This is an optimization exercise on Yosys and OpenROAD, whose aim is small area, not a production implementation. RTL that was checked went through simulation tests only; none was proved equivalent to the original. Only the layout flow was run in run 1; the RTL was not checked for function there. Power figures rest on the tool's default switching activity, not on a simulated workload.

## design/flow/config.mk

```make
export PLATFORM = sky130hd
export DESIGN_NAME = blockGame
export DESIGN_NICKNAME = blockGame
export VERILOG_FILES = /design/flow/design.v
export SDC_FILE = /design/flow/constraint.sdc
export NUM_CORES = 4
export LEC_CHECK = 0
export CAP_MARGIN = 20
export CORE_MARGIN = 2
export CORE_UTILIZATION = 65
export SLEW_MARGIN = 20
```

## design/flow/constraint.sdc

```tcl
create_clock -name core_clock -period 10.0 [get_ports {board_clk}]
set_input_delay 2.0000 -clock core_clock [delete_from_list [all_inputs] [get_ports {board_clk}]]
set_output_delay 2.0000 -clock core_clock [all_outputs]
set_load 0.01 [all_outputs]
```

## design/flow/design.v

```verilog
module blockGame(board_clk, rst, VGA_R, VGA_G, VGA_B, hsync, vsync, clk, blank_n, up, down, left, right, levelselect1, levelselect2);
input board_clk, rst;
input up, down, left, right;
input levelselect1, levelselect2;
output hsync, vsync, clk, blank_n;
output [7:0] VGA_R, VGA_G, VGA_B;
function automatic inxc(input [9:0] xx, input [9:0] b, input [9:0] w);
	inxc = (xx > b) && (xx < b + w);
endfunction
function automatic inx(input [9:0] xx, input [9:0] b, input [9:0] w);
	reg [10:0] c; reg [9:0] d; integer i;
	begin
		c[0] = 1'b0;
		for (i = 0; i < 10; i = i + 1) begin
			d[i] = xx[i] ^ ~b[i] ^ c[i];
			c[i+1] = (xx[i] & ~b[i]) | (xx[i] & c[i]) | (~b[i] & c[i]);
		end
		inx = c[10] && (d < w - 10'd1);
	end
endfunction
function automatic [9:0] add10(input [9:0] p, input [9:0] q);
	reg c; integer i;
	begin
		c = 1'b0;
		for (i = 0; i < 10; i = i + 1) begin
			add10[i] = p[i] ^ q[i] ^ c;
			c = (p[i] & q[i]) | (p[i] & c) | (q[i] & c);
		end
	end
endfunction
function automatic [8:0] add9(input [8:0] p, input [8:0] q);
	reg c; integer i;
	begin
		c = 1'b0;
		for (i = 0; i < 9; i = i + 1) begin
			add9[i] = p[i] ^ q[i] ^ c;
			c = (p[i] & q[i]) | (p[i] & c) | (q[i] & c);
		end
	end
endfunction
function automatic [6:0] add7(input [6:0] p, input [6:0] q);
	reg c; integer i;
	begin
		c = 1'b0;
		for (i = 0; i < 7; i = i + 1) begin
			add7[i] = p[i] ^ q[i] ^ c;
			c = (p[i] & q[i]) | (p[i] & c) | (q[i] & c);
		end
	end
endfunction
function automatic [7:0] add8(input [7:0] p, input [7:0] q);
	reg c; integer i;
	begin
		c = 1'b0;
		for (i = 0; i < 8; i = i + 1) begin
			add8[i] = p[i] ^ q[i] ^ c;
			c = (p[i] & q[i]) | (p[i] & c) | (q[i] & c);
		end
	end
endfunction
function automatic [13:0] inc14c(input [13:0] p, input ci);
	reg c; integer i;
	begin
		c = ci;
		for (i = 0; i < 14; i = i + 1) begin
			inc14c[i] = p[i] ^ c;
			c = p[i] & c;
		end
	end
endfunction
function automatic [9:0] inc10c(input [9:0] p, input ci);
	reg c; integer i;
	begin
		c = ci;
		for (i = 0; i < 10; i = i + 1) begin
			inc10c[i] = p[i] ^ c;
			c = p[i] & c;
		end
	end
endfunction
reg a, s;
always @(posedge board_clk) begin
	if (rst) begin a <= 1'b0; s <= 1'b0; end
	else begin a <= ~a; s <= s | a; end
end
wire clk_en = a | rst;
assign clk = s & ~a;
reg [13:0] h;
wire h_end = h[13] & h[12] & h[7] & h[6] & h[4] & h[2];	 
always @(posedge board_clk) begin
	if (rst) h <= 14'd6250;
	else h <= (h_end & a) ? 14'd0 : inc14c(h, a);
end
wire upd_s = h_end & ~a;	 
wire upd   = h_end & a;		 
reg [9:0] px, py;
wire pinc = a & s;
wire px_end = px[9] & px[8] & px[4] & px[3] & px[0];	 
wire py_end = py[9] & py[3] & py[2] & py[0];		 
wire pyinc = pinc & px_end;
always @(posedge board_clk) begin
	if (rst) begin px <= 10'd0; py <= 10'd0; end
	else begin
		px <= pyinc ? 10'd0 : inc10c(px, pinc);
		py <= (pyinc & py_end) ? 10'd0 : inc10c(py, pyinc);
	end
end
wire [9:0] x = px;
wire [9:0] y = py;
assign blank_n = (x < 10'd640) && (y < 10'd480);
assign hsync = ~((x >= 10'd655) && (x < 10'd747));
assign vsync = ~((y >= 10'd490) && (y < 10'd492));
wire screen = blank_n;
wire border = (x < 10'd75) || ((x >= 10'd566) && (x < 10'd641)) || (y < 10'd75) || ((y >= 10'd406) && (y < 10'd481));
wire end_zone = (x >= 10'd540) && (x <= 10'd565) && (y >= 10'd75) && (y <= 10'd100);
wire go_text =
	(((y >= 10'd200) && (y < 10'd210)) && (((x >= 10'd210) && (x < 10'd250)) || ((x >= 10'd290) && (x < 10'd300)) || ((x >= 10'd340) && (x < 10'd350)) || ((x >= 10'd380) && (x < 10'd390)) || ((x >= 10'd410) && (x < 10'd460)))) ||
	(((y >= 10'd210) && (y < 10'd220)) && (((x >= 10'd200) && (x < 10'd210)) || ((x >= 10'd280) && (x < 10'd290)) || ((x >= 10'd300) && (x < 10'd310)) || ((x >= 10'd340) && (x < 10'd360)) || ((x >= 10'd370) && (x < 10'd390)) || ((x >= 10'd410) && (x < 10'd420)))) ||
	(((y >= 10'd220) && (y < 10'd230)) && (((x >= 10'd200) && (x < 10'd210)) || ((x >= 10'd230) && (x < 10'd250)) || ((x >= 10'd270) && (x < 10'd280)) || ((x >= 10'd310) && (x < 10'd320)) || ((x >= 10'd340) && (x < 10'd350)) || ((x >= 10'd360) && (x < 10'd370)) || ((x >= 10'd380) && (x < 10'd390)) || ((x >= 10'd410) && (x < 10'd440)))) ||
	(((y >= 10'd230) && (y < 10'd240)) && (((x >= 10'd200) && (x < 10'd210)) || ((x >= 10'd240) && (x < 10'd250)) || ((x >= 10'd270) && (x < 10'd320)) || ((x >= 10'd340) && (x < 10'd350)) || ((x >= 10'd380) && (x < 10'd390)) || ((x >= 10'd410) && (x < 10'd420)))) ||
	(((y >= 10'd240) && (y < 10'd250)) && (((x >= 10'd210) && (x < 10'd250)) || ((x >= 10'd270) && (x < 10'd280)) || ((x >= 10'd310) && (x < 10'd320)) || ((x >= 10'd340) && (x < 10'd350)) || ((x >= 10'd380) && (x < 10'd390)) || ((x >= 10'd410) && (x < 10'd460)))) ||
	(((y >= 10'd260) && (y < 10'd270)) && (((x >= 10'd210) && (x < 10'd240)) || ((x >= 10'd270) && (x < 10'd280)) || ((x >= 10'd310) && (x < 10'd320)) || ((x >= 10'd340) && (x < 10'd390)) || ((x >= 10'd410) && (x < 10'd450)))) ||
	(((y >= 10'd270) && (y < 10'd280)) && (((x >= 10'd200) && (x < 10'd210)) || ((x >= 10'd240) && (x < 10'd250)) || ((x >= 10'd270) && (x < 10'd280)) || ((x >= 10'd310) && (x < 10'd320)) || ((x >= 10'd340) && (x < 10'd350)) || ((x >= 10'd410) && (x < 10'd420)) || ((x >= 10'd450) && (x < 10'd460)))) ||
	(((y >= 10'd280) && (y < 10'd290)) && (((x >= 10'd200) && (x < 10'd210)) || ((x >= 10'd240) && (x < 10'd250)) || ((x >= 10'd270) && (x < 10'd280)) || ((x >= 10'd310) && (x < 10'd320)) || ((x >= 10'd340) && (x < 10'd370)) || ((x >= 10'd410) && (x < 10'd450)))) ||
	(((y >= 10'd290) && (y < 10'd300)) && (((x >= 10'd200) && (x < 10'd210)) || ((x >= 10'd240) && (x < 10'd250)) || ((x >= 10'd280) && (x < 10'd290)) || ((x >= 10'd300) && (x < 10'd310)) || ((x >= 10'd340) && (x < 10'd350)) || ((x >= 10'd410) && (x < 10'd420)) || ((x >= 10'd450) && (x < 10'd460)))) ||
	(((y >= 10'd300) && (y < 10'd310)) && (((x >= 10'd210) && (x < 10'd240)) || ((x >= 10'd290) && (x < 10'd300)) || ((x >= 10'd340) && (x < 10'd390)) || ((x >= 10'd410) && (x < 10'd420)) || ((x >= 10'd450) && (x < 10'd460))));
wire win_text =
	(((y >= 10'd230) && (y < 10'd240)) && (((x >= 10'd230) && (x < 10'd240)) || ((x >= 10'd270) && (x < 10'd280)) || ((x >= 10'd300) && (x < 10'd350)) || ((x >= 10'd370) && (x < 10'd380)) || ((x >= 10'd410) && (x < 10'd420)) || ((x >= 10'd430) && (x < 10'd440)))) ||
	(((y >= 10'd240) && (y < 10'd250)) && (((x >= 10'd230) && (x < 10'd240)) || ((x >= 10'd270) && (x < 10'd280)) || ((x >= 10'd320) && (x < 10'd330)) || ((x >= 10'd370) && (x < 10'd390)) || ((x >= 10'd410) && (x < 10'd420)) || ((x >= 10'd430) && (x < 10'd440)))) ||
	(((y >= 10'd250) && (y < 10'd260)) && (((x >= 10'd230) && (x < 10'd240)) || ((x >= 10'd250) && (x < 10'd260)) || ((x >= 10'd270) && (x < 10'd280)) || ((x >= 10'd320) && (x < 10'd330)) || ((x >= 10'd370) && (x < 10'd380)) || ((x >= 10'd390) && (x < 10'd400)) || ((x >= 10'd410) && (x < 10'd420)) || ((x >= 10'd430) && (x < 10'd440)))) ||
	(((y >= 10'd260) && (y < 10'd270)) && (((x >= 10'd230) && (x < 10'd250)) || ((x >= 10'd260) && (x < 10'd280)) || ((x >= 10'd320) && (x < 10'd330)) || ((x >= 10'd370) && (x < 10'd380)) || ((x >= 10'd400) && (x < 10'd420)))) ||
	(((y >= 10'd270) && (y < 10'd280)) && (((x >= 10'd230) && (x < 10'd240)) || ((x >= 10'd270) && (x < 10'd280)) || ((x >= 10'd300) && (x < 10'd350)) || ((x >= 10'd370) && (x < 10'd380)) || ((x >= 10'd410) && (x < 10'd420)) || ((x >= 10'd430) && (x < 10'd440))));
wire level_text =
	(((y >= 10'd35) && (y < 10'd37)) && (((x >= 10'd300) && (x < 10'd302)) || ((x >= 10'd312) && (x < 10'd322)) || ((x >= 10'd324) && (x < 10'd326)) || ((x >= 10'd332) && (x < 10'd334)) || ((x >= 10'd336) && (x < 10'd346)) || ((x >= 10'd348) && (x < 10'd350)))) ||
	(((y >= 10'd37) && (y < 10'd39)) && (((x >= 10'd300) && (x < 10'd302)) || ((x >= 10'd312) && (x < 10'd314)) || ((x >= 10'd324) && (x < 10'd326)) || ((x >= 10'd332) && (x < 10'd334)) || ((x >= 10'd336) && (x < 10'd338)) || ((x >= 10'd348) && (x < 10'd350)))) ||
	(((y >= 10'd39) && (y < 10'd41)) && (((x >= 10'd300) && (x < 10'd302)) || ((x >= 10'd312) && (x < 10'd318)) || ((x >= 10'd324) && (x < 10'd326)) || ((x >= 10'd332) && (x < 10'd334)) || ((x >= 10'd336) && (x < 10'd342)) || ((x >= 10'd348) && (x < 10'd350)))) ||
	(((y >= 10'd41) && (y < 10'd43)) && (((x >= 10'd300) && (x < 10'd302)) || ((x >= 10'd312) && (x < 10'd314)) || ((x >= 10'd326) && (x < 10'd328)) || ((x >= 10'd330) && (x < 10'd332)) || ((x >= 10'd336) && (x < 10'd338)) || ((x >= 10'd348) && (x < 10'd350)))) ||
	(((y >= 10'd43) && (y < 10'd45)) && (((x >= 10'd300) && (x < 10'd310)) || ((x >= 10'd312) && (x < 10'd322)) || ((x >= 10'd328) && (x < 10'd330)) || ((x >= 10'd336) && (x < 10'd346)) || ((x >= 10'd348) && (x < 10'd358))));
wire num0_text = (((y >= 10'd35) && (y < 10'd37)) && ((x >= 10'd362) && (x < 10'd366))) || (((y >= 10'd37) && (y < 10'd43)) && ((x >= 10'd360) && (x < 10'd362))) || (((y >= 10'd37) && (y < 10'd43)) && ((x >= 10'd366) && (x < 10'd368))) || (((y >= 10'd43) && (y < 10'd45)) && ((x >= 10'd362) && (x < 10'd366)));
wire num1_text = (((y >= 10'd35) && (y < 10'd37)) && ((x >= 10'd362) && (x < 10'd366))) || (((y >= 10'd37) && (y < 10'd43)) && ((x >= 10'd364) && (x < 10'd366))) || (((y >= 10'd43) && (y < 10'd45)) && ((x >= 10'd362) && (x < 10'd368)));
wire num2_text = (((y >= 10'd35) && (y < 10'd37)) && ((x >= 10'd360) && (x < 10'd368))) || (((y >= 10'd37) && (y < 10'd39)) && ((x >= 10'd368) && (x < 10'd370))) || (((y >= 10'd39) && (y < 10'd41)) && ((x >= 10'd362) && (x < 10'd368))) || (((y >= 10'd41) && (y < 10'd43)) && ((x >= 10'd360) && (x < 10'd362))) || (((y >= 10'd43) && (y < 10'd45)) && ((x >= 10'd360) && (x < 10'd370)));
reg pact, pact_d;
reg [1:0] pdir;
wire pu = ~up, pd = ~down, pl = ~left, pr = ~right;
always @(posedge board_clk) begin
	if (rst) begin
		pact <= 1'b0; pact_d <= 1'b0; pdir <= 2'd0;
	end else if (upd_s) begin
		pact_d <= pact;
		if (pact)
			pact <= (pdir == 2'd0) ? pu : (pdir == 2'd1) ? pd : (pdir == 2'd2) ? pl : pr;
		else begin
			pact <= pu | pd | pl | pr;
			pdir <= pu ? 2'd0 : pd ? 2'd1 : pl ? 2'd2 : 2'd3;
		end
	end
end
reg u2;
always @(posedge board_clk) u2 <= upd;
wire u1 = upd;
reg [9:0] x1a, x1b;	 
reg [7:0] x2a, x2b;	 
reg [8:0] x3a, x3b;	 
reg [7:0] x4a, x4b;	 
reg [8:0] y1a, y1b;	 
reg [8:0] y2a, y2b;	 
reg [8:0] y3a, y3b;	 
reg [6:0] l2v1y;
wire [9:0] l1h3x = x1b;
wire [7:0] l1h1x_1 = x2a;
wire [7:0] l2h2x = x2b;
wire [8:0] l2h5x = x3b;
wire [8:0] l2h1x_1 = x3a;
wire [8:0] l2h6x = {x4b[6:0], 2'b11};
wire [8:0] l1v5y = y1b;
wire [8:0] l1v1y_1 = y1a;
wire [8:0] l1v3y = y2b;
wire [8:0] l2v3y = y3b;
wire [9:0] l0hx = x1b;
wire [7:0] l1h1x = x2b;
wire [8:0] l2h1x = x3b;
wire [7:0] plx_h = x4b;
wire [8:0] l1v1y = y1b;
wire [8:0] l0vy = y2b;
wire [8:0] ply = y3b;
reg l1lag2, l1lag4, l1lag5, l1lagv2, l1lagv4, l1lagv6, l2lag3, l2lag4, l2lagv2, l2lagv4, l2lagv5;
wire c1 = (~l1h1x_1[0] & ~l1h1x_1[3] & ~l1h1x_1[6] & ~l1h1x_1[7]), c3 = (~l1h3x[1] & l1h3x[2] & l1h3x[6]);
wire l1h_rs3 = ~c1 & ~l1lag2 & c3;
wire l1h_mv = ~c1 & ~l1lag2 & ~c3 & ~l1lag4 & ~l1lag5;
wire f1 = (~l1v1y_1[0] & ~l1v1y_1[4] & ~l1v1y_1[5] & l1v1y_1[7]), f3 = (l1v3y[3] & l1v3y[5] & ~l1v3y[6]), f5 = (l1v5y[0] & l1v5y[6] & ~l1v5y[7]);
wire l1v_rs3 = ~f1 & ~l1lagv2 & f3;
wire l1v_rs5 = ~f1 & ~l1lagv2 & ~f3 & ~l1lagv4 & f5;
wire l1v_mv = ~f1 & ~l1lagv2 & ~f3 & ~l1lagv4 & ~f5 & ~l1lagv6;
wire e1 = (~l2h1x_1[2] & ~l2h1x_1[4] & ~l2h1x_1[5] & l2h1x_1[6]), e2 = (~l2h2x[2] & ~l2h2x[4] & ~l2h2x[5] & l2h2x[6]), e5 = (l2h5x[4] & l2h5x[5] & l2h5x[7] & l2h5x[8]), e6 = (~x4b[0] & ~x4b[1] & ~x4b[2] & ~x4b[4] & ~x4b[6]);
wire l2h_rs2 = ~e1 & e2;
wire l2h_n = ~e1 & ~e2 & ~l2lag3 & ~l2lag4;
wire l2h_rs5 = l2h_n & e5;
wire l2h_rs6 = l2h_n & ~e5 & e6;
wire l2h_mv = l2h_n & ~e5 & ~e6;
wire g1 = (~l2v1y[0] & ~l2v1y[4] & ~l2v1y[5]), g3 = (~l2v3y[7] & ~l2v3y[8]);
wire l2v_rs3 = ~g1 & ~l2lagv2 & g3;
wire l2v_mv = ~g1 & ~l2lagv2 & ~g3 & ~l2lagv4 & ~l2lagv5;
reg l1h_mv2, l2h_mv2, l1v_mv2;	 
always @(posedge board_clk) begin
	l1h_mv2 <= u1 & l1h_mv;
	l2h_mv2 <= u1 & l2h_mv;
	l1v_mv2 <= u1 & l1v_mv;
end
always @(posedge board_clk) begin
	if (rst) begin
		l1lag2 <= 1'b0; l1lag4 <= 1'b0; l1lag5 <= 1'b0; l1lagv2 <= 1'b0; l1lagv4 <= 1'b0; l1lagv6 <= 1'b0;
		l2lag3 <= 1'b0; l2lag4 <= 1'b0; l2lagv2 <= 1'b0; l2lagv4 <= 1'b0; l2lagv5 <= 1'b0;
		l2v1y <= 7'd125;
	end else if (u1) begin
		if (c1) l1lag2 <= 1'b1; else if (l1lag2) l1lag2 <= 1'b0;
		if (l1h_rs3) begin l1lag4 <= 1'b1; l1lag5 <= 1'b1; end
		else if (~c1 & ~l1lag2 & ~c3) begin
			if (l1lag4) l1lag4 <= 1'b0; else if (l1lag5) l1lag5 <= 1'b0;
		end
		if (f1) l1lagv2 <= 1'b1; else if (l1lagv2) l1lagv2 <= 1'b0;
		if (l1v_rs3) l1lagv4 <= 1'b1; else if (~f1 & ~l1lagv2 & ~f3 & l1lagv4) l1lagv4 <= 1'b0;
		if (l1v_rs5) l1lagv6 <= 1'b1; else if (~f1 & ~l1lagv2 & ~f3 & ~l1lagv4 & ~f5 & l1lagv6) l1lagv6 <= 1'b0;
		if (l2h_rs2) begin l2lag3 <= 1'b1; l2lag4 <= 1'b1; end
		else if (~e1 & ~e2) begin
			if (l2lag3) l2lag3 <= 1'b0; else if (l2lag4) l2lag4 <= 1'b0;
		end
		if (g1) begin l2v1y <= 7'd125; l2lagv2 <= 1'b1; l2lagv5 <= 1'b1; end
		else if (l2lagv2) l2lagv2 <= 1'b0;
		else if (~g3) begin
			if (l2lagv4) l2lagv4 <= 1'b0;
			else if (l2lagv5) l2lagv5 <= 1'b0;
			else l2v1y <= add7(l2v1y, -7'd3);
		end
		if (l2v_rs3) l2lagv4 <= 1'b1;
	end
end
wire px_l = pact_d & (pdir == 2'd2), px_r = pact_d & (pdir == 2'd3);
wire py_u = pact_d & (pdir == 2'd0), py_d = pact_d & (pdir == 2'd1);
wire first = ~a & ~s;
wire ra = rst | a;
wire fx1 = rst | first | (u1 & l1h_rs3) | (u2 & ~x1b[0] & ~x1b[1] & ~x1b[2] & ~x1b[3] & ~x1b[5] & ~x1b[6] & ~x1b[8] & ~x1b[9]);
wire fx2 = rst | first | (u1 & l2h_rs2) | (u2 & ~x2b[0] & ~x2b[3] & ~x2b[6] & ~x2b[7]);
wire fx3 = rst | first | (u1 & l2h_rs5) | (u2 & ~x3b[2] & ~x3b[4] & ~x3b[5] & x3b[6]);
wire fx4 = rst | first | (u1 & l2h_rs6);
wire fy1 = rst | first | (u1 & l1v_rs5) | (u2 & ~y1b[0] & ~y1b[4] & ~y1b[5] & y1b[7]);
wire fy2 = rst | first | (u1 & l1v_rs3) | (u2 & ~y2b[0] & y2b[3] & y2b[7] & y2b[8]);
wire fy3 = rst | first | (u1 & l2v_rs3);
wire mvx1 = (u1 & l1h_mv) | u2;
wire mvx2 = (u1 & l2h_mv) | (u2 & l1h_mv2);
wire mvx3 = (u1 & l2h_mv) | (u2 & l2h_mv2);
wire mvx4 = (u1 & l2h_mv) | (u2 & (px_l | px_r));
wire mvy1 = (u1 & l1v_mv) | (u2 & l1v_mv2);
wire mvy2 = (u1 & l1v_mv) | u2;
wire mvy3 = (u1 & l2v_mv) | (u2 & (py_u | py_d));
wire [9:0] nx1 = fx1 ? (ra ? 10'd510 : first ? 10'd566 : 10'd616) : mvx1 ? add10(x1b, a ? 10'd3 : -10'd7) : x1b;
wire [7:0] nx2 = fx2 ? (ra ? 8'd165 : 8'd215) : mvx2 ? add8(x2b, a ? -8'd2 : -8'd3) : x2b;
wire [8:0] nx3 = fx3 ? 9'd165 : mvx3 ? add9(x3b, a ? 9'd5 : -9'd1) : x3b;
wire [7:0] nx4 = fx4 ? (ra ? 8'd113 : 8'd18) : mvx4 ? add8(x4b, (a | px_l) ? -8'd1 : 8'd1) : x4b;
wire [8:0] ny1 = fy1 ? (ra ? 9'd300 : 9'd336) : mvy1 ? add9(y1b, -9'd3) : y1b;
wire [8:0] ny2 = fy2 ? (ra ? 9'd336 : first ? 9'd75 : 9'd25) : mvy2 ? add9(y2b, a ? 9'd3 : 9'd5) : y2b;
wire [8:0] ny3 = fy3 ? (ra ? 9'd340 : 9'd385) : mvy3 ? add9(y3b, a ? -9'd9 : py_u ? -9'd4 : 9'd4) : y3b;
always @(posedge board_clk) begin
	x1b <= x1a; x2b <= x2a; x3b <= x3a; x4b <= x4a; y1b <= y1a; y2b <= y2a; y3b <= y3a;
	x1a <= nx1; x2a <= nx2; x3a <= nx3; x4a <= nx4; y1a <= ny1; y2a <= ny2; y3a <= ny3;
end
function automatic inxw(input [9:0] xx, input [9:0] b, input [9:0] wa, input [9:0] wb, input ph);
	reg [10:0] c; reg [9:0] d; integer i;
	begin
		c[0] = 1'b0;
		for (i = 0; i < 10; i = i + 1) begin
			d[i] = xx[i] ^ ~b[i] ^ c[i];
			c[i+1] = (xx[i] & ~b[i]) | (xx[i] & c[i]) | (~b[i] & c[i]);
		end
		inxw = c[10] && (ph ? (d < wb - 10'd1) : (d < wa - 10'd1));
	end
endfunction
wire cx1 = inxw(x, x1a, 10'd20, 10'd50, a);
wire cx2 = inxw(x, {2'b0, x2a}, 10'd15, 10'd20, a);
wire cx3 = inxw(x, {1'b0, x3a}, 10'd25, 10'd15, a);
wire cx4 = inxw(x, {x4a, 2'b11}, 10'd25, 10'd20, a);
wire cy1 = inxw(y, {1'b0, y1a}, 10'd20, 10'd20, a);
wire cy2 = inxw(y, {1'b0, y2a}, 10'd20, 10'd50, a);
wire cy3 = inxw(y, {1'b0, y3a}, 10'd20, 10'd20, a);
reg kx1, kx2, kx3, kx4, ky1, ky2, ky3;	 
always @(posedge board_clk) begin
	kx1 <= cx1; kx2 <= cx2; kx3 <= cx3; kx4 <= cx4; ky1 <= cy1; ky2 <= cy2; ky3 <= cy3;
end
wire xl1h3 = kx1, xl0h = cx1;
wire xl2h2 = kx2, xl1h1 = cx2;
wire xl2h5 = kx3, xl2h1 = cx3;
wire xl2h6 = kx4, xpl = cx4;
wire yl1v5 = ky1, yl1v1 = cy1;
wire yl1v3 = ky2, yl0v = cy2;
wire yl2v3 = ky3, ypl = cy3;
wire yl2v1 = inx(y, {3'b0, l2v1y}, 10'd10);
wire player = xpl && ypl;
wire l0_v = inxc(x, 10'd300, 10'd50) && yl0v;
wire l0_h = xl0h && inxc(y, 10'd249, 10'd50);
wire l0_s = inxc(x, 10'd515, 10'd50) && inxc(y, 10'd100, 10'd50);
wire l1_s1 = inxc(x, 10'd70, 10'd75) && inxc(y, 10'd70, 10'd75);
wire l1_s2 = inxc(x, 10'd200, 10'd75) && inxc(y, 10'd155, 10'd75);
wire l1_s3 = inxc(x, 10'd200, 10'd75) && inxc(y, 10'd331, 10'd75);
wire l1_s4 = inxc(x, 10'd455, 10'd75) && inxc(y, 10'd290, 10'd75);
wire l1_s5 = inxc(x, 10'd455, 10'd75) && inxc(y, 10'd70, 10'd75);
wire l1_h1 = xl1h1 && inxc(y, 10'd165, 10'd20);
wire l1_h2 = (l1lag2 ? inxc(x, 10'd50, 10'd20) : xl1h1) && inxc(y, 10'd210, 10'd20);
wire l1_h3 = xl1h3 && inxc(y, 10'd340, 10'd20);
wire l1_h4 = (l1lag4 ? inxc(x, 10'd588, 10'd20) : xl1h3) && inxc(y, 10'd300, 10'd20);
wire l1_h5 = (l1lag5 ? inxc(x, 10'd588, 10'd20) : xl1h3) && inxc(y, 10'd120, 10'd20);
wire l1_v1 = inxc(x, 10'd205, 10'd20) && yl1v1;
wire l1_v2 = inxc(x, 10'd250, 10'd20) && (l1lagv2 ? inxc(y, 10'd204, 10'd20) : yl1v1);
wire l1_v3 = inxc(x, 10'd460, 10'd20) && yl1v3;
wire l1_v4 = inxc(x, 10'd505, 10'd20) && (l1lagv4 ? inxc(y, 10'd426, 10'd20) : yl1v3);
wire l1_v5 = inxc(x, 10'd460, 10'd20) && yl1v5;
wire l1_v6 = inxc(x, 10'd505, 10'd20) && (l1lagv6 ? inxc(y, 10'd123, 10'd20) : yl1v5);
wire l2_s  = inxc(x, 10'd165, 10'd412) && inxc(y, 10'd125, 10'd281);
wire l2_h1 = xl2h1 && inxc(y, 10'd350, 10'd15);
wire l2_h2 = xl2h2 && inxc(y, 10'd315, 10'd15);
wire l2_h3 = (l2lag3 ? inxc(x, 10'd75, 10'd15) : xl2h2) && inxc(y, 10'd280, 10'd15);
wire l2_h4 = (l2lag4 ? inxc(x, 10'd75, 10'd15) : xl2h2) && inxc(y, 10'd245, 10'd15);
wire l2_h5 = xl2h5 && inxc(y, 10'd75, 10'd25);
wire l2_h6 = xl2h6 && inxc(y, 10'd100, 10'd25);
wire l2_v1 = inxc(x, 10'd515, 10'd10) && yl2v1;
wire l2_v2 = inxc(x, 10'd490, 10'd10) && (l2lagv2 ? inxc(y, 10'd74, 10'd10) : yl2v1);
wire l2_v3 = inxc(x, 10'd75, 10'd20) && yl2v3;
wire l2_v4 = inxc(x, 10'd105, 10'd20) && (l2lagv4 ? inxc(y, 10'd124, 10'd20) : yl2v3);
wire l2_v5 = inxc(x, 10'd540, 10'd10) && (l2lagv5 ? inxc(y, 10'd74, 10'd10) : yl2v1);
wire sel0 = ~levelselect1 & ~levelselect2;
wire sel1 = levelselect1 & ~levelselect2;
wire [15:0] v0 = {13'd0, l0_s, l0_h, l0_v};
wire [15:0] v1 = {l1_v6, l1_v5, l1_v4, l1_v3, l1_v2, l1_v1, l1_h5, l1_h4, l1_h3, l1_h2, l1_h1, l1_s5, l1_s4, l1_s3, l1_s2, l1_s1};
wire [15:0] v2 = {4'd0, l2_v5, l2_v4, l2_v3, l2_v2, l2_v1, l2_h6, l2_h5, l2_h4, l2_h3, l2_h2, l2_h1, l2_s};
wire [15:0] bv = sel0 ? v0 : sel1 ? v1 : v2;
reg fb0, fb1, fb2, fb34, fb56, fb79, fb1011, fb1215;
always @(posedge board_clk) if (clk_en) begin
	fb0 <= bv[0]; fb1 <= bv[1]; fb2 <= bv[2];
	fb34 <= bv[3] | bv[4];
	fb56 <= bv[5] | bv[6];
	fb79 <= bv[7] | bv[8] | bv[9];
	fb1011 <= bv[10] | bv[11];
	fb1215 <= |bv[15:12];
end
wire f012 = fb0 | fb1 | fb2;
wire f04 = f012 | fb34;
wire f011 = f04 | fb56 | fb79 | fb1011;
wire fall = f011 | fb1215;
wire f1015 = fb1011 | fb1215;
wire f711 = fb79 | fb1011;
reg cw, cl, cd;
wire goal = player & end_zone;
wire hitbox = player & (border | fall);
always @(posedge board_clk) if (clk_en) begin
	if (rst) begin
		cw <= 1'b0; cl <= 1'b0; cd <= 1'b0;
	end else begin
		cw <= cw | (~cl & goal);
		cl <= cl | (~cw & ~goal & hitbox);
		cd <= cw | cl;
	end
end
wire win = cw & cd, game_over = cl & cd;
reg R, G, B;
always @(posedge board_clk) if (clk_en) begin
	if (game_over) begin
		R <= screen & ~go_text; G <= 1'b0; B <= 1'b0;
	end else if (win) begin
		R <= 1'b0; G <= screen & ~win_text; B <= 1'b0;
	end else if (sel0) begin
		R <= (border & ~level_text & ~num0_text) | player | fb2;
		G <= (border & ~level_text & ~num0_text) | end_zone | fb0;
		B <= ~player & ((border & ~level_text & ~num0_text) | f012);
	end else if (sel1) begin
		R <= (border & ~level_text & ~num1_text) | player | f04;
		G <= (border & ~level_text & ~num1_text) | end_zone | f1015;
		B <= ~player & ((border & ~level_text & ~num1_text) | fall);
	end else begin
		R <= (border & ~level_text & ~num2_text) | player | fb0;
		G <= (border & ~level_text & ~num2_text) | end_zone | f711;
		B <= ~player & ((border & ~level_text & ~num2_text) | f011);
	end
end
reg oR, oG, oB;
always @(posedge board_clk) if (clk_en) begin
	oR <= R; oG <= G; oB <= B;
end
assign VGA_R = {8{oR}};
assign VGA_G = {8{oG}};
assign VGA_B = {8{oB}};
endmodule
```

## design/flow/flow/run.sh

```bash
#!/bin/bash
# The standard layout (standard.sh), with three changes to how it is made:
#  - the port buffers use the smallest buffer cell (buf_1) instead of ORFS's default choice;
#  - clock tree synthesis clusters up to 25 flip-flops per leaf buffer and inserts no
#    dummy loads (otherwise the arguments ORFS passes);
#  - after global routing, ORFS's power recovery downsizes gates that have slack to spare.
# The make output goes to standard.log in this folder; ORFS keeps each step's own log
# under orfs/logs.
set -euo pipefail
export BUFFER_PORTS_ARGS="-buffer_cell sky130_fd_sc_hd__buf_1"
export CTS_ARGS="-sink_clustering_enable -repair_clock_nets -sink_clustering_size 25 -sink_clustering_max_diameter 90 -dont_use_dummy_load"
export RECOVER_POWER=100
bash standard.sh > standard.log 2>&1
```

## design/flow/standard.sh

```bash
#!/bin/bash
# synth_recipe.tcl (not shown) runs the flow's synth.tcl, then flattens the netlist and writes it again
# the make line also repeats each setting of config.mk as NAME=value (left out here)
make -C /OpenROAD-flow-scripts/flow DESIGN_CONFIG=/design/flow/config.mk WORK_HOME=/design/flow/orfs CLKGATE_MAP_FILE= SYNTH_SCRIPT=/design/flow/synth_recipe.tcl "${@:-finish}"
```

==> results by group, run 1 <==
Power
  • Sequential share of power: 58.5%
  • Clock Power Share: 32.5%
  • Switching share of total power: 25.04%
  • Power per Cell Area: 108.1 nW/µm²
  • Tot Pwr: 1.559 mW
  • Peak VDD IR: 0.0001505 V
  • Psw: 0.3904 mW
  • Pint: 1.169 mW
  • Logic pwr share: 9.0%
  • Leakage power total: 5.779 nW

Setup path
  • Worst Path Max Fanout: 29
  • WP buf/inv: 4
  • Delay-heaviest family, CP: adder cells
  • CP max stage cell: clkbuf_1
  • Worst Setup Path Type: reg2reg
  • CP most frequent cell: fa_1
  • Crit start category: flip-flop
  • CP arrival: 7.28 ns
  • WP depth: 16
  • Worst path required time: 10.37 ns
  • Worst Reg-to-Reg Cells: 16
  • Critical Path Max Stage Delay: 1.41 ns
  • Critical path cell sequence: clkbuf_1, clkinv_1, fa_1, inv_1, ha_1, inv_1, fa_1, fa_1, fa_1, fa_1, fa_1, fa_1, xnor2_1, nor2_1, xnor2_1, a21oi_1
  • Critical Path Sink Type: flip-flop

Synth
  • Synth cell types: 93
  • Register area share after synthesis: 31.28%
  • Synthesized area: 13990 µm²
  • Syn Area/Cell: 8.714 µm²
  • Post-synth ARST share: 0%
  • YS warnings: 1
  • Number of flops mapped to enable cells by yosys: 17
  • Flops & latches, synth: 210
  • Post-synth top flop: dfxtp_1
  • Synth Net Count: 1777
  • Post-Syn Instances: 1605

Global route
  • Vias in the first global route: 11690
  • Initial antenna violation count: 0
  • GRT Util Overall: 36.47%
  • Remaining Overflow, GRT: 0
  • Largest net degree at the start of global routing: 60
  • First-pass GRT wire length: 64250 µm

Route
  • # DRC: 0
  • Iteration-0 DRC Markers: 1523
  • Wirelength per Cell: 22.33 µm
  • Vias: 12250
  • Antenna-violating nets left: 0
  • Vias/cell: 6.643
  • DR pass1 iterations: 6
  • Final WL: 41180 µm

Floorplanning
  • Chip Height: 150.7 µm
  • Die area: 22710 µm²
  • Initial core utilization: 66.32%
  • Core area: 21090 µm²
  • # IOs: 36
  • Row count: 53
  • Die width: 150.7 µm

Layout
  • Final design area excluding fillers: 14430 µm²
  • Final #Nets: 1743
  • Most common cell after layout, fill and taps aside: dfxtp_1
  • P&R area growth vs syn: 3.176%
  • Non-filler instance count after layout: 1844
  • Layout cell share with drive strength beyond 1: 3.633%
  • Antenna Diode Count: 0
  • Most frequent cells in the layout: dfxtp_1, inv_1, nand2_1, nor2_1, a21oi_1

CTS
  • Resized Gates After CTS: 0
  • Clk sinks: 210
  • Max Buffers Root-to-Sink: 3
  • Worst-skew pair later-pin latency: 0.49 ns
  • Setup bufs post-CTS: 0
  • Post-CTS Hold Buffers: 0
  • Total CTS buffers: 13
  • CTS tree: done
  • CTS clk-pin slew, worst paths: 0.10 ns
  • Root buf cell: clkbuf_16
  • CTS H-tree depth: 1

Placed design
  • Post-DP HPWL: 30470 µm
  • Post-place instance area: 14140 µm²
  • Placed cell count: 1831
  • I/O Buffers: 35
  • Placer congestion estimate: 1.057

Worst hold path
  • Min-Delay Path Depth: 0
  • Hold Crit Class: reg2reg

Timing
  • Final setup fails: 0
  • Least-Margin Pin Slew: 2.078 ns
  • Worst Skew: 0.06346 ns
  • Fin crit share: 69.07%
  • Final setup TNS: 0 ns
  • Rel. slew slack: -38.53%
  • Slew Viols, Final: 123
  • RSZ-0062 raised after global routing: false
  • Final Hold Violating Endpoints: 0
  • Peak Freq: 0.1448 GHz
  • Minimum clock period: 6.907 ns

Run status
  • Layout check failures: max-capacitance violations, max-slew violations
  • Status: failed layout checks

Flow run
  • MaxCap Viol Count: 4
-- per-stage QoR --
| step | setup WS (ns) | hold slack (ns) | util (%) |
|---|---|---|---|
| detailed placement | 4.810 | 0.3355 | 67.05 |
| global route | 2.527 | 0.3558 | 68.43 |
| CTS | 4.822 | 0.3513 | 68.59 |
| finish | 3.093 | 0.3512 | 68.43 |
| floorplan | 4.862 | 0.3308 | - |
| global placement | 4.977 | 0.3343 | 67.05 |
-- sequential cells by signal, indices dropped and copies added (netlist names), 10 cells and up --
register,cells
py,10
x1a,10
h,14
x1b,10
px,10
-- cell families (layout without fill, tap and decap cells) --
group,Yosys count,in the layout,synth area share [%]
AND/OR/NAND/NOR,537,537,20.51
AO/OA/AOI/OAI,377,377,17.66
buffers and inverters,275,239,8.239
flip-flops,210,210,31.28
adder cells (fa/ha/maj),166,166,19.54
XOR/XNOR,22,22,1.378
multiplexers,18,18,1.396
-- worst reg2reg max path, delay by kind of cell, from the launching register on --
| kind | cells | cell delay (ns) |
|---|---|---|
| compound gates | 1 | 0.09 |
| simple gates | 1 | 0.23 |
| buf+inv | 4 | 2.67 |
| xor+xnor | 2 | 0.31 |
| flops | 1 | 0.32 |
| fa+ha+maj | 8 | 3.16 |
-- area by class of cell --
class	count	area, µm²
Multi-Input combinational cell	1120	8459
Fill cell	1713	6658
Sequential cell	210	4377
Inverter	164	615.6
Tap cell	275	344.1
Clock buffer	13	325.3
Timing Repair Buffer	62	309.0
-- cells in the mapped netlist, types with 9 or more instances --
master,instances,area share (%)
dfxtp_1,193,28
inv_1,160,4.3
nand2_1,120,3.2
nor2_1,111,3.0
a21oi_1,102,3.7
fa_1,88,13
o21ai_0,83,3.0
ha_1,76,6.8
clkbuf_1,60,1.6
nand3_1,49,1.8
and2_1,38,1.7
nor3_1,35,1.3
nand2b_1,25,1.1
buf_4,24,1.3
a211oi_1,22,1.2
nand4_1,20,0.89
buf_2,18,0.64
nor4_1,18,0.81
edfxtp_1,17,3.7
nor2b_1,17,0.76
o211ai_1,17,0.91
a31oi_1,16,0.72
or3_1,16,0.72
mux2i_1,15,1.1
a21o_1,12,0.64
xnor2_1,12,0.75
nand4b_1,10,0.63
nor3b_1,10,0.54
o22ai_1,10,0.45
xor2_1,10,0.63
and3_1,9,0.40
or4_1,9,0.48
-- power by group through the flow --
stage	sequential, mW	combinational, mW	clock, mW
2_1_floorplan	0.922	0.105	0
3_3_place_gp	0.930	0.131	0
3_5_place_dp	0.931	0.138	0
4_1_cts	0.912	0.140	0.514
5_1_grt	0.917	0.158	0.533
6_report	0.913	0.140	0.507
-- metal layers --
metal | up-vias | global-route usage, % | wire length [µm]
met3 | 142 | 6.545 | 3852
met5 | - | 0 | 0
met2 | 681 | 56.64 | 18280
met1 | 5878 | 49.86 | 16960
li1 | 5549 | - | -
met4 | 0 | 16.64 | 2083
-- final timing paths --
| kind | startpoint | to | slack, ns |
|---|---|---|---|
| min | x2a[5] | x2b[5] | 0.35 |
| max reg2reg | a | x1a[9] | 3.09 |
| max | a | x1a[9] | 3.09 |
| min reg2reg | x2a[5] | x2b[5] | 0.35 |
==> run 2, diff against run 1 <==
--- a/design/flow/design.v
+++ b/design/flow/design.v
@@ -168,18 +168,18 @@
 reg [6:0] l2v1y;
 wire [9:0] l1h3x = x1b;
-wire [7:0] l1h1x_1 = x2a;
-wire [7:0] l2h2x = x2b;
+wire [7:0] l1h1x_1 = ~x2a;
+wire [7:0] l2h2x = ~x2b;
 wire [8:0] l2h5x = x3b;
 wire [8:0] l2h1x_1 = x3a;
 wire [8:0] l2h6x = {x4b[6:0], 2'b11};
-wire [8:0] l1v5y = y1b;
-wire [8:0] l1v1y_1 = y1a;
+wire [8:0] l1v5y = ~y1b;
+wire [8:0] l1v1y_1 = ~y1a;
 wire [8:0] l1v3y = y2b;
 wire [8:0] l2v3y = y3b;
 wire [9:0] l0hx = x1b;
-wire [7:0] l1h1x = x2b;
+wire [7:0] l1h1x = ~x2b;
 wire [8:0] l2h1x = x3b;
 wire [7:0] plx_h = x4b;
-wire [8:0] l1v1y = y1b;
+wire [8:0] l1v1y = ~y1b;
 wire [8:0] l0vy = y2b;
 wire [8:0] ply = y3b;
@@ -240,8 +240,8 @@
 wire ra = rst | a;
 wire fx1 = rst | first | (u1 & l1h_rs3) | (u2 & ~x1b[0] & ~x1b[1] & ~x1b[2] & ~x1b[3] & ~x1b[5] & ~x1b[6] & ~x1b[8] & ~x1b[9]);
-wire fx2 = rst | first | (u1 & l2h_rs2) | (u2 & ~x2b[0] & ~x2b[3] & ~x2b[6] & ~x2b[7]);
+wire fx2 = rst | first | (u1 & l2h_rs2) | (u2 & ~l1h1x[0] & ~l1h1x[3] & ~l1h1x[6] & ~l1h1x[7]);
 wire fx3 = rst | first | (u1 & l2h_rs5) | (u2 & ~x3b[2] & ~x3b[4] & ~x3b[5] & x3b[6]);
 wire fx4 = rst | first | (u1 & l2h_rs6);
-wire fy1 = rst | first | (u1 & l1v_rs5) | (u2 & ~y1b[0] & ~y1b[4] & ~y1b[5] & y1b[7]);
+wire fy1 = rst | first | (u1 & l1v_rs5) | (u2 & ~l1v1y[0] & ~l1v1y[4] & ~l1v1y[5] & l1v1y[7]);
 wire fy2 = rst | first | (u1 & l1v_rs3) | (u2 & ~y2b[0] & y2b[3] & y2b[7] & y2b[8]);
 wire fy3 = rst | first | (u1 & l2v_rs3);
@@ -254,9 +254,9 @@
 wire mvy3 = (u1 & l2v_mv) | (u2 & (py_u | py_d));
 wire [9:0] nx1 = fx1 ? (ra ? 10'd510 : first ? 10'd566 : 10'd616) : mvx1 ? add10(x1b, a ? 10'd3 : -10'd7) : x1b;
-wire [7:0] nx2 = fx2 ? (ra ? 8'd165 : 8'd215) : mvx2 ? add8(x2b, a ? -8'd2 : -8'd3) : x2b;
+wire [7:0] nx2 = fx2 ? ~(ra ? 8'd165 : 8'd215) : add8(x2b, mvx2 ? (a ? 8'd2 : 8'd3) : 8'd0);
 wire [8:0] nx3 = fx3 ? 9'd165 : mvx3 ? add9(x3b, a ? 9'd5 : -9'd1) : x3b;
 wire [7:0] nx4 = fx4 ? (ra ? 8'd113 : 8'd18) : mvx4 ? add8(x4b, (a | px_l) ? -8'd1 : 8'd1) : x4b;
-wire [8:0] ny1 = fy1 ? (ra ? 9'd300 : 9'd336) : mvy1 ? add9(y1b, -9'd3) : y1b;
-wire [8:0] ny2 = fy2 ? (ra ? 9'd336 : first ? 9'd75 : 9'd25) : mvy2 ? add9(y2b, a ? 9'd3 : 9'd5) : y2b;
+wire [8:0] ny1 = fy1 ? ~(ra ? 9'd300 : 9'd336) : add9(y1b, mvy1 ? 9'd3 : 9'd0);
+wire [8:0] ny2 = fy2 ? (ra ? 9'd336 : first ? 9'd75 : 9'd25) : add9(y2b, mvy2 ? (a ? 9'd3 : 9'd5) : 9'd0);
 wire [8:0] ny3 = fy3 ? (ra ? 9'd340 : 9'd385) : mvy3 ? add9(y3b, a ? -9'd9 : py_u ? -9'd4 : 9'd4) : y3b;
 always @(posedge board_clk) begin
@@ -276,8 +276,8 @@
 endfunction
 wire cx1 = inxw(x, x1a, 10'd20, 10'd50, a);
-wire cx2 = inxw(x, {2'b0, x2a}, 10'd15, 10'd20, a);
+wire cx2 = inxw(x, {2'b0, ~x2a}, 10'd15, 10'd20, a);
 wire cx3 = inxw(x, {1'b0, x3a}, 10'd25, 10'd15, a);
 wire cx4 = inxw(x, {x4a, 2'b11}, 10'd25, 10'd20, a);
-wire cy1 = inxw(y, {1'b0, y1a}, 10'd20, 10'd20, a);
+wire cy1 = inxw(y, {1'b0, ~y1a}, 10'd20, 10'd20, a);
 wire cy2 = inxw(y, {1'b0, y2a}, 10'd20, 10'd50, a);
 wire cy3 = inxw(y, {1'b0, y3a}, 10'd20, 10'd20, a);
==> design/flow/flow/run.sh (replaced) <==
#!/bin/bash
# The standard layout (standard.sh), with two changes to how it is made:
#  - the port buffers use the smallest buffer cell (buf_1) instead of ORFS's default choice;
#  - clock tree synthesis clusters up to 25 flip-flops per leaf buffer and inserts no
#    dummy loads (the same arguments ORFS passes otherwise).
# The make output goes to standard.log in this folder; ORFS keeps each step's own log
# under orfs/logs.
set -euo pipefail
export BUFFER_PORTS_ARGS="-buffer_cell sky130_fd_sc_hd__buf_1"
export CTS_ARGS="-sink_clustering_enable -repair_clock_nets -sink_clustering_size 25 -sink_clustering_max_diameter 90 -dont_use_dummy_load"
bash standard.sh > standard.log 2>&1
--- a/design/flow/config.mk
+++ b/design/flow/config.mk
@@ -8,4 +8,4 @@
 export CAP_MARGIN = 20
 export CORE_MARGIN = 2
-export CORE_UTILIZATION = 65
+export CORE_UTILIZATION = 60
 export SLEW_MARGIN = 20
==> results by group, run 2 <==
CTS
  • Max Buffers Root-to-Sink: 3
  • CTS clk-pin slew, worst paths: 0.10 ns
  • Resized Gates After CTS: 0
  • Total CTS buffers: 15
  • Post-CTS Hold Buffers: 0
  • Setup bufs post-CTS: 0
  • Clk sinks: 210
  • Root buf cell: clkbuf_16
  • Worst-skew pair later-pin latency: 0.50 ns
  • CTS H-tree depth: 1
  • CTS tree: done

Timing
  • Least-Margin Pin Slew: 1.020 ns
  • Rel. slew slack: 30.25%
  • Final setup TNS: 0 ns
  • Fin crit share: 55.09%
  • RSZ-0062 raised after global routing: false
  • Worst Skew: 0.06981 ns
  • Minimum clock period: 5.509 ns
  • Slew Viols, Final: 0
  • Peak Freq: 0.1815 GHz
  • Final Hold Violating Endpoints: 0
  • Final setup margin: 4.491 ns
  • Final setup fails: 0

Synth
  • Most frequent cell after synthesis: dfxtp_1
  • Flops & latches, synth: 210
  • Synth Area in Compound Gates: 16.62%
  • Number of flops mapped to enable cells by yosys: 17
  • Post-Syn Instances: 1552
  • Post-synth ARST share: 0%
  • Synth Net Count: 1727
  • Synth top cells by count: dfxtp_1, inv_1, nor2_1
  • Post-Synth Adder-Cell Area: 20.35%
  • Simple-Gate Fraction of Synth Area: 20.10%
  • Largest area contributor in the netlist: dfxtp_1
  • Synth cell types: 85
  • Register area share after synthesis: 32.14%
  • Share of the synthesized area in the top cell type: 28.39%
  • Synthesized area: 13610 µm²
  • Syn Area/Cell: 8.769 µm²
  • XOR/XNOR Fraction of Synth Area: 1.351%
  • Post-synth top flop: dfxtp_1
  • Largest family of logic cells by synthesized area: adder cells
  • Multiplexer share of the synthesized area: 1.370%
  • YS warnings: 1
  • Synth area leaders: dfxtp_1, fa_1, ha_1

Setup path
  • Crit start category: flip-flop
  • Worst Setup Path Type: reg2reg
  • CP arrival: 5.80 ns
  • Crit. Startpoint: py[0]
  • Critical Path Sink Type: flip-flop
  • Worst path required time: 10.29 ns
  • R2R Path Start: py[0]
  • Worst Path Max Fanout: 23

Layout
  • Largest Register: h
  • Non-filler instance count after layout: 1815
  • Final #Nets: 1707
  • Area of the multi-input gates: 8153 µm²
  • Register area: 4375 µm²
  • Fill count: 1929
  • Antenna Diode Count: 0
  • Most frequent cells in the layout: dfxtp_1, inv_1, nor2_1, nand2_1
  • Most common cell after layout, fill and taps aside: dfxtp_1
  • Final Core Density: 63.30%
  • Layout cell share with drive strength beyond 1: 5.294%
  • Max reg flops: 14
  • P&R area growth vs syn: 4.340%

Power
  • Logic pwr share: 8.1%
  • Switching share of total power: 24.73%
  • Sequential share of power: 57.1%
  • Power per Cell Area: 112.3 nW/µm²
  • Psw: 0.3945 mW
  • Peak VDD IR: 0.0001347 V
  • Leakage power total: 5.804 nW
  • Pint: 1.201 mW
  • Clock Power Share: 34.8%
  • Tot Pwr: 1.595 mW

Placed design
  • Placed cell count: 1800
  • I/O Buffers: 35
  • Dpl ws: 4.650 ns
  • Placer congestion estimate: 1.027
  • Post-DP HPWL: 30280 µm

Global route
  • Largest net degree at the start of global routing: 44
  • Initial antenna violation count: 0
  • Remaining Overflow, GRT: 0
  • GRT Util Overall: 34.68%
  • First-pass GRT wire length: 64420 µm
  • Vias in the first global route: 11500

Route
  • Vias: 11820
  • # DRC: 0
  • Iteration-0 DRC Markers: 1120
  • Vias/cell: 6.512
  • Final WL: 41180 µm
  • Wirelength per Cell: 22.69 µm
  • Antenna-violating nets left: 0
  • DR pass1 iterations: 7

Floorplanning
  • Initial core utilization: 60.66%
  • Core area: 22430 µm²
  • Die area: 23900 µm²
  • # IOs: 36
  • Chip Height: 154.6 µm
  • Die width: 154.6 µm
  • Row count: 55

Flow run
  • MaxCap Viol Count: 0

Run status
  • Status: finished clean

Worst hold path
  • Worst hold start: y1a[8]
  • Hold Crit Class: reg2reg
run 2: changes by cell type after synthesis, sizes merged, moves of 7 or more:
cell    before  now
and4b        7    0
clkbuf      60   41
a211oi      23   13
a21oi      102   88
buf         51   61
a31oi       16   26
nor4        19   12
o21ai       85   77
nor2       111  129
nor3        35   45
inv        161  151
run 2: final timing paths:
path,endpoint,slack [ns],cells past startpoint
max,fb1011,4.49,25
min,y1b[8],0.34,0
max reg2reg,fb1011,4.49,25
min reg2reg,y1b[8],0.34,0
run 2: power by group through the flow:
stage | Combinational [mW] | Clock [mW] | Sequential, mW
2_1_floorplan | 0.102 | 0 | 0.922
3_3_place_gp | 0.125 | 0 | 0.929
3_5_place_dp | 0.129 | 0 | 0.930
5_1_grt | 0.148 | 0.588 | 0.916
4_1_cts | 0.130 | 0.564 | 0.911
6_report | 0.129 | 0.555 | 0.911
run 2: kinds of logic after synthesis:
| family | Yosys count |
|---|---|
| flip-flops | 210 |
| XOR/XNOR | 21 |
| AND/OR/NAND/NOR | 532 |
| multiplexers | 16 |
| AO/OA/AOI/OAI | 347 |
| buffers and inverters | 257 |
| adder cells (fa/ha/maj) | 169 |
run 2: final cells by class:
class,count,area share (%)
Inverter,155,4.097
Multi-Input combinational cell,1085,57.41
Timing Repair Buffer,65,2.520
Tap cell,285,2.511
Clock buffer,15,2.643
Sequential cell,210,30.81
run 2: per-layer routing:
metal	wire length, µm	global-route usage (%)	vias to the layer above	part of all wire, %
li1	-	-	5369	-
met1	16750	46.44	5602	41
met2	18240	54.27	689	44
met3	3928	6.416	159	9.5
met4	2260	17.28	0	5.5
met5	0	0	-	0
run 2: worst max-delay path: stages (launching register included):
cell and delay [ns]:
dfxtp_1 0.92, ha_1 0.27, inv_1 0.05, fa_1 0.35, inv_1 0.08, fa_1 0.15
inv_1 0.05, fa_1 0.37, fa_1 0.39, fa_1 0.37, inv_1 0.07, fa_1 0.15
inv_1 0.04, fa_1 0.35, inv_1 0.08, fa_1 0.16, inv_1 0.04, ha_1 0.27
nand4b_1 0.09, nor3_1 0.15, o21ai_0 0.25, nor2_1 0.15, a31oi_1 0.05, nor3_1 0.17
a32oi_1 0.07, o21ai_0 0.20
run 2: per-stage QoR:
| stage | instance area (µm²) | hold WS, ns |
|---|---|---|
| floorplan | 13610 | 0.3308 |
| global placement | 13820 | 0.3359 |
| detailed placement | 13820 | 0.3407 |
| CTS | 14190 | 0.3361 |
| global route | 14200 | 0.3429 |
| finish | 14200 | 0.3392 |
==> run 3, diff against run 2 <==
--- a/design/flow/config.mk
+++ b/design/flow/config.mk
@@ -8,4 +8,4 @@
 export CAP_MARGIN = 20
 export CORE_MARGIN = 2
-export CORE_UTILIZATION = 60
+export CORE_UTILIZATION = 40
 export SLEW_MARGIN = 20
==> results by group, run 3 <==
Run status
  • Status: finished clean

Placed design
  • Dpl ws: 4.676 ns
  • I/O Buffers: 35
  • Post-DP HPWL: 31060 µm
  • Post-place instance area: 14000 µm²
  • Placer congestion estimate: 0.9678
  • Placed cell count: 1961

Route
  • Final WL: 41800 µm
  • # DRC: 0
  • Vias: 11510
  • Iteration-0 DRC Markers: 1064
  • Vias/cell: 5.828
  • Antenna-violating nets left: 0
  • DR pass1 iterations: 6
  • Wirelength per Cell: 21.18 µm

CTS
  • Root buf cell: clkbuf_16
  • Setup bufs post-CTS: 0
  • CTS clk-pin slew, worst paths: 0.09 ns
  • Resized Gates After CTS: 0
  • Post-CTS Hold Buffers: 0
  • Total CTS buffers: 13
  • Clk sinks: 210
  • CTS H-tree depth: 1
  • CTS tree: done
  • Max Buffers Root-to-Sink: 3
  • Worst-skew pair later-pin latency: 0.47 ns

Power
  • Leakage power total: 5.770 nW
  • Pint: 1.166 mW
  • Switching share of total power: 24.52%
  • Psw: 0.3788 mW
  • Logic pwr share: 8.1%
  • Power per Cell Area: 107.7 nW/µm²
  • Clock Power Share: 32.7%
  • Sequential share of power: 59.2%
  • Tot Pwr: 1.545 mW
  • Peak VDD IR: 0.00007769 V

Timing
  • RSZ-0062 raised after global routing: false
  • Slew Viols, Final: 0
  • Final setup TNS: 0 ns
  • Worst Skew: 0.02211 ns
  • Rel. slew slack: 32.48%
  • Peak Freq: 0.1882 GHz
  • Least-Margin Pin Slew: 1.010 ns
  • WHS: 0.3434 ns
  • Final setup margin: 4.685 ns
  • Final setup fails: 0
  • Fin crit share: 53.15%
  • Final Hold Violating Endpoints: 0
  • Minimum clock period: 5.315 ns

Flow run
  • MaxCap Viol Count: 0

Synth
  • Number of flops mapped to enable cells by yosys: 17
  • Synth cell types: 85
  • Synth top cells by count: dfxtp_1, inv_1, nor2_1
  • Syn Area/Cell: 8.769 µm²
  • Largest area contributor in the netlist: dfxtp_1
  • Most frequent cell after synthesis: dfxtp_1
  • Post-Syn Instances: 1552
  • Share of the synthesized area in the top cell type: 28.39%
  • Register area share after synthesis: 32.14%
  • YS warnings: 1
  • Synth area leaders: dfxtp_1, fa_1, ha_1
  • Post-synth top flop: dfxtp_1
  • Synthesized area: 13610 µm²
  • Flops & latches, synth: 210
  • Post-synth ARST share: 0%
  • Synth Net Count: 1727

Setup path
  • Worst Setup Path Type: reg2reg
  • Worst path required time: 10.31 ns
  • CP arrival: 5.62 ns
  • Worst Path Max Fanout: 19
  • Critical Path Sink Type: flip-flop
  • Crit start category: flip-flop

Global route
  • Remaining Overflow, GRT: 0
  • First-pass GRT wire length: 66400 µm
  • Initial antenna violation count: 0
  • GRT Util Overall: 23.74%
  • Vias in the first global route: 11390
  • Largest net degree at the start of global routing: 44

Floorplanning
  • Die width: 188.5 µm
  • Initial core utilization: 40.59%
  • Row count: 67
  • # IOs: 36
  • Chip Height: 188.5 µm
  • Die area: 35520 µm²
  • Core area: 33530 µm²

Layout
  • Final design area excluding fillers: 14350 µm²
  • P&R area growth vs syn: 5.406%
  • Final #Nets: 1703
  • Most frequent cells in the layout: dfxtp_1, inv_1, nor2_1, nand2_1
  • Most common cell after layout, fill and taps aside: dfxtp_1
  • Antenna Diode Count: 0
  • Layout cell share with drive strength beyond 1: 5.111%
  • Largest Register: h
  • Final Core Density: 42.78%
  • Max reg flops: 14
  • Non-filler instance count after layout: 1974

Worst hold path
  • Hold Crit Class: reg2reg
## run 3: kinds of logic after synthesis
logic type / count (synthesis) / share of synthesized area (%)
AO/OA/AOI/OAI: 347 / 16.62
XOR/XNOR: 21 / 1.351
adder cells (fa/ha/maj): 169 / 20.35
buffers and inverters: 257 / 8.063
flip-flops: 210 / 32.14
multiplexers: 16 / 1.370
AND/OR/NAND/NOR: 532 / 20.10
## run 3: path summary, 6_finish.rpt
kind / from / slack, ns / to / depth (start not counted)
worst max-delay path: py[1] / 4.69 / fb1011 / 24
worst max register to register: py[1] / 4.69 / fb1011 / 24
worst min register to register: y3a[4] / 0.34 / y3b[4] / 0
worst min-delay path: y3a[4] / 0.34 / y3b[4] / 0
## run 3: final cells by class
type / count / area, µm²
flip-flops and latches: 210 / 4375
repair buffers: 63 / 342.8
clock buffers: 13 / 325.3
well taps: 448 / 560.5
inverters: 155 / 581.8
multi-input cells: 1085 / 8159
fillers: 3393 / 19190
## run 3: worst max-delay path: stages, from the launching register on
cell and delay (ns):
dfxtp_1 0.82, inv_1 0.29, fa_1 0.47, inv_1 0.08
fa_1 0.15, inv_1 0.05, fa_1 0.37, fa_1 0.38
fa_1 0.36, inv_1 0.07, fa_1 0.15, inv_1 0.05
fa_1 0.35, inv_1 0.07, fa_1 0.15, inv_1 0.04
ha_1 0.28, nand4b_1 0.09, nor3_1 0.14, o21ai_0 0.21
nor2_1 0.13, a31oi_1 0.06, nor3_1 0.16, a32oi_1 0.07
o21ai_0 0.18
## run 3: power groups by stage
stage | clock (mW) | combinational (mW) | sequential [mW]
finish | 0.505 | 0.125 | 0.915
detailed placement | 0 | 0.125 | 0.934
global placement | 0 | 0.123 | 0.934
floorplan | 0 | 0.102 | 0.922
CTS | 0.522 | 0.125 | 0.916
global route | 0.556 | 0.145 | 0.921
## run 3: metal layers
layer  part of all wire [%]  global-route usage (%)  wire, µm  vias up
li1                       -                       -         -     5359
met1                     44                   32.79     18570     5532
met2                     44                   37.73     18520      505
met3                    7.1                   3.259      2977      109
met4                    4.2                   9.135      1739        0
met5                      0                       0         0        -
==> run 4, diff against run 3 <==
==> design/flow/flow/run.sh (replaced) <==
#!/bin/bash
# The standard layout (standard.sh), with two changes to how it is made:
#  - the port buffers use the smallest buffer cell (buf_1) instead of ORFS's default choice;
#  - clock tree synthesis clusters up to 10 flip-flops within 40 um per clkbuf_4 buffer and inserts no
#    dummy loads (the same arguments ORFS passes otherwise).
# The make output goes to standard.log in this folder; ORFS keeps each step's own log
# under orfs/logs.
set -euo pipefail
export BUFFER_PORTS_ARGS="-buffer_cell sky130_fd_sc_hd__buf_1"
export CTS_ARGS="-sink_clustering_enable -repair_clock_nets -sink_clustering_size 10 -sink_clustering_max_diameter 40 -dont_use_dummy_load -buf_list sky130_fd_sc_hd__clkbuf_4"
bash standard.sh > standard.log 2>&1
==> results by group, run 4 <==
Timing
  • Final setup fails: 0
  • Slew Viols, Final: 0
  • Rel. slew slack: 31.83%
  • Final setup TNS: 0 ns
  • RSZ-0062 raised after global routing: false
  • Peak Freq: 0.1843 GHz
  • Minimum clock period: 5.425 ns
  • Fin crit share: 54.25%
  • Least-Margin Pin Slew: 1.016 ns
  • Final Hold Violating Endpoints: 0
  • Worst Skew: 0.1518 ns

CTS
  • Setup bufs post-CTS: 0
  • Clk sinks: 210
  • Post-CTS Hold Buffers: 0
  • CTS H-tree depth: 2
  • CTS clk-pin slew, worst paths: 0.11 ns
  • Worst-skew pair later-pin latency: 0.68 ns
  • Resized Gates After CTS: 0
  • Total CTS buffers: 34
  • Root buf cell: clkbuf_4
  • CTS tree: done
  • Max Buffers Root-to-Sink: 3

Power
  • Leakage power total: 5.766 nW
  • Power per Cell Area: 104.1 nW/µm²
  • Peak VDD IR: 0.00008290 V

Global route
  • Vias in the first global route: 11490
  • Remaining Overflow, GRT: 0
  • First-pass GRT wire length: 66830 µm
  • Initial antenna violation count: 1
  • GRT Util Overall: 24.05%
  • Largest net degree at the start of global routing: 44

Floorplanning
  • Die area: 35520 µm²
  • Chip Height: 188.5 µm
  • Row count: 67
  • # IOs: 36
  • Core area: 33530 µm²
  • Die width: 188.5 µm
  • Initial core utilization: 40.59%

Setup path
  • Worst path required time: 10.42 ns
  • WP buf/inv: 7
  • CP max stage cell: dfxtp_1
  • Critical Path Sink Type: flip-flop
  • Delay-heaviest family, CP: adder cells
  • Critical Path Max Stage Delay: 0.84 ns
  • Worst Setup Path Type: reg2reg
  • CP arrival: 5.85 ns
  • Worst Path Max Fanout: 19
  • Critical path cell sequence: inv_1, fa_1, inv_1, fa_1, inv_1, fa_1, fa_1, fa_1, inv_1, fa_1, inv_1, fa_1, inv_1, fa_1, inv_1, ha_1, nand4b_1, nor3_1, o21ai_0, nor2_1, a31oi_1, nor3_1, a32oi_1, o21ai_0
  • Crit start category: flip-flop
  • CP most frequent cell: fa_1

Synth
  • Synth area leaders: dfxtp_1, fa_1, ha_1
  • Largest area contributor in the netlist: dfxtp_1
  • Most frequent cell after synthesis: dfxtp_1
  • Post-Syn Instances: 1552
  • Number of flops mapped to enable cells by yosys: 17
  • Post-synth top flop: dfxtp_1
  • Syn Area/Cell: 8.769 µm²
  • Synthesized area: 13610 µm²
  • Synth Net Count: 1727
  • Synth top cells by count: dfxtp_1, inv_1, nor2_1
  • Post-synth ARST share: 0%
  • Synth cell types: 85
  • Flops & latches, synth: 210
  • Share of the synthesized area in the top cell type: 28.39%
  • YS warnings: 1
  • Register area share after synthesis: 32.14%

Layout
  • Final #Nets: 1724
  • Layout cell share with drive strength beyond 1: 6.399%
  • Max reg flops: 14
  • P&R area growth vs syn: 4.909%
  • Most frequent cells in the layout: dfxtp_1, inv_1, nor2_1, nand2_1
  • Fill count: 3415
  • Non-filler instance count after layout: 1996
  • Largest Register: h
  • Most common cell after layout, fill and taps aside: dfxtp_1

Route
  • Vias/cell: 5.851
  • # DRC: 0
  • Iteration-0 DRC Markers: 1115
  • Final WL: 42200 µm
  • DR pass1 iterations: 5
  • Vias: 11680
  • Wirelength per Cell: 21.14 µm
  • Antenna-violating nets left: 0

Run status
  • Status: finished clean

Flow run
  • MaxCap Viol Count: 0

Placed design
  • I/O Buffers: 35
  • Placer congestion estimate: 0.9678
  • Placed cell count: 1961
  • Post-DP HPWL: 31060 µm

Worst hold path
  • Hold Crit Class: reg2reg
## run 4: cell counts after synthesis
Identical to the previous run, type by type.
## run 4: final timing paths
| path | cells past startpoint | slack (ns) | start | to |
|---|---|---|---|---|
| min | 0 | 0.31 | x1a[1] | x1b[1] |
| max | 24 | 4.57 | py[1] | fb1011 |
| min reg2reg | 0 | 0.31 | x1a[1] | x1b[1] |
| max reg2reg | 24 | 4.57 | py[1] | fb1011 |
## run 4: per-layer routing
layer	global-route usage (%)	vias up	part of all wire, %
met4	10.79	0	4.5
met3	3.613	121	7.4
li1	-	5422	-
met2	37.46	542	44
met5	0	-	0
met1	33.05	5594	44
## run 4: area by class of cell
| class | instances | area, µm² | area share, % |
|---|---|---|---|
| Inverter | 155 | 581.8 | 4.075 |
| Sequential cell | 210 | 4375 | 30.65 |
| Multi-Input combinational cell | 1085 | 8159 | 57.15 |
| Antenna cell | 1 | 2.502 | 0.01753 |
| Timing Repair Buffer | 63 | 342.8 | 2.401 |
| Tap cell | 448 | 560.5 | 3.926 |
| Clock buffer | 34 | 255.2 | 1.788 |
## run 4: kinds of logic (layout without fill, tap and decap cells)
kind of cell / Yosys count / after routing / share of synthesized area [%]
AOI/OAI and AO/OA: 347 / 347 / 16.62
xor gates and xnor gates: 21 / 21 / 1.351
adders and majority gates: 169 / 169 / 20.35
buffers and inverters: 257 / 252 / 8.063
DFF: 210 / 210 / 32.14
muxes: 16 / 16 / 1.370
other: 0 / 1 / 0
and+or+nand+nor: 532 / 532 / 20.10
## run 4: metrics by stage
step                util [%]  hold WS [ns]  area [µm²]  worst slack [ns]  power (mW)
floorplan                  -        0.3308       13610             5.228       1.023
global placement       41.76        0.3336       14000             4.873       1.057
detailed placement     41.76        0.3350       14000             4.676       1.059
CTS                    42.53        0.2969       14260             4.572       1.505
global route           42.58        0.3064       14280             4.159       1.562
finish                 42.58        0.3076       14280             4.575       1.486
## run 4: power by group
| part | switching [mW] | total [mW] | leakage, nW | internal [mW] |
|---|---|---|---|---|
| logic | 0.0751 | 0.124 | 3.86 | 0.0493 |
| clock network | 0.290 | 0.446 | 0.156 | 0.156 |
| registers | 0.0313 | 0.915 | 1.75 | 0.884 |
## run 4: worst register-to-register path: cells and delay by family (launching register included)
kind / cells / cell delay, ns
AO/OA/AOI/OAI: 4 / 0.53
adder cells (fa/ha/maj): 9 / 2.67
AND/OR/NAND/NOR: 4 / 0.52
flip-flops: 1 / 0.84
buffers and inverters: 7 / 0.65

-- separate check: timing with driven ports --
In the flow no input, the clock included, has a driving cell. The finished layouts below were timed again as built, in two steps. Step 1 sets driving cells, clkbuf_16 on the clock port and buf_2 on the other inputs (assumed; they add their load-dependent delay and slew). Step 2 also shifts input and output timing later by t, the mid clock arrival at the registers, as if the neighbouring blocks saw the same clock. Three values: no drivers, after step 1, after step 2; two values: the first two.
| run | t, ns | slack for setup (ns) | latest minus earliest clock arrival (ns) | slew at the worst register clock pin (ns) |
|---|---|---|---|---|
| run 1 | 0.514 | 3.093 / 3.093 / 3.093 | 0.064 / 0.063 | 0.10 / 0.10 |
| run 2 | 0.520 | 4.491 / 4.491 / 4.491 | 0.073 / 0.073 | 0.10 / 0.10 |
| run 3 | 0.509 | 4.685 / 4.685 / 4.685 | 0.024 / 0.024 | 0.10 / 0.10 |
| run 4 | 0.640 | 4.575 / 4.575 / 4.575 | 0.152 / 0.152 | 0.11 / 0.11 |
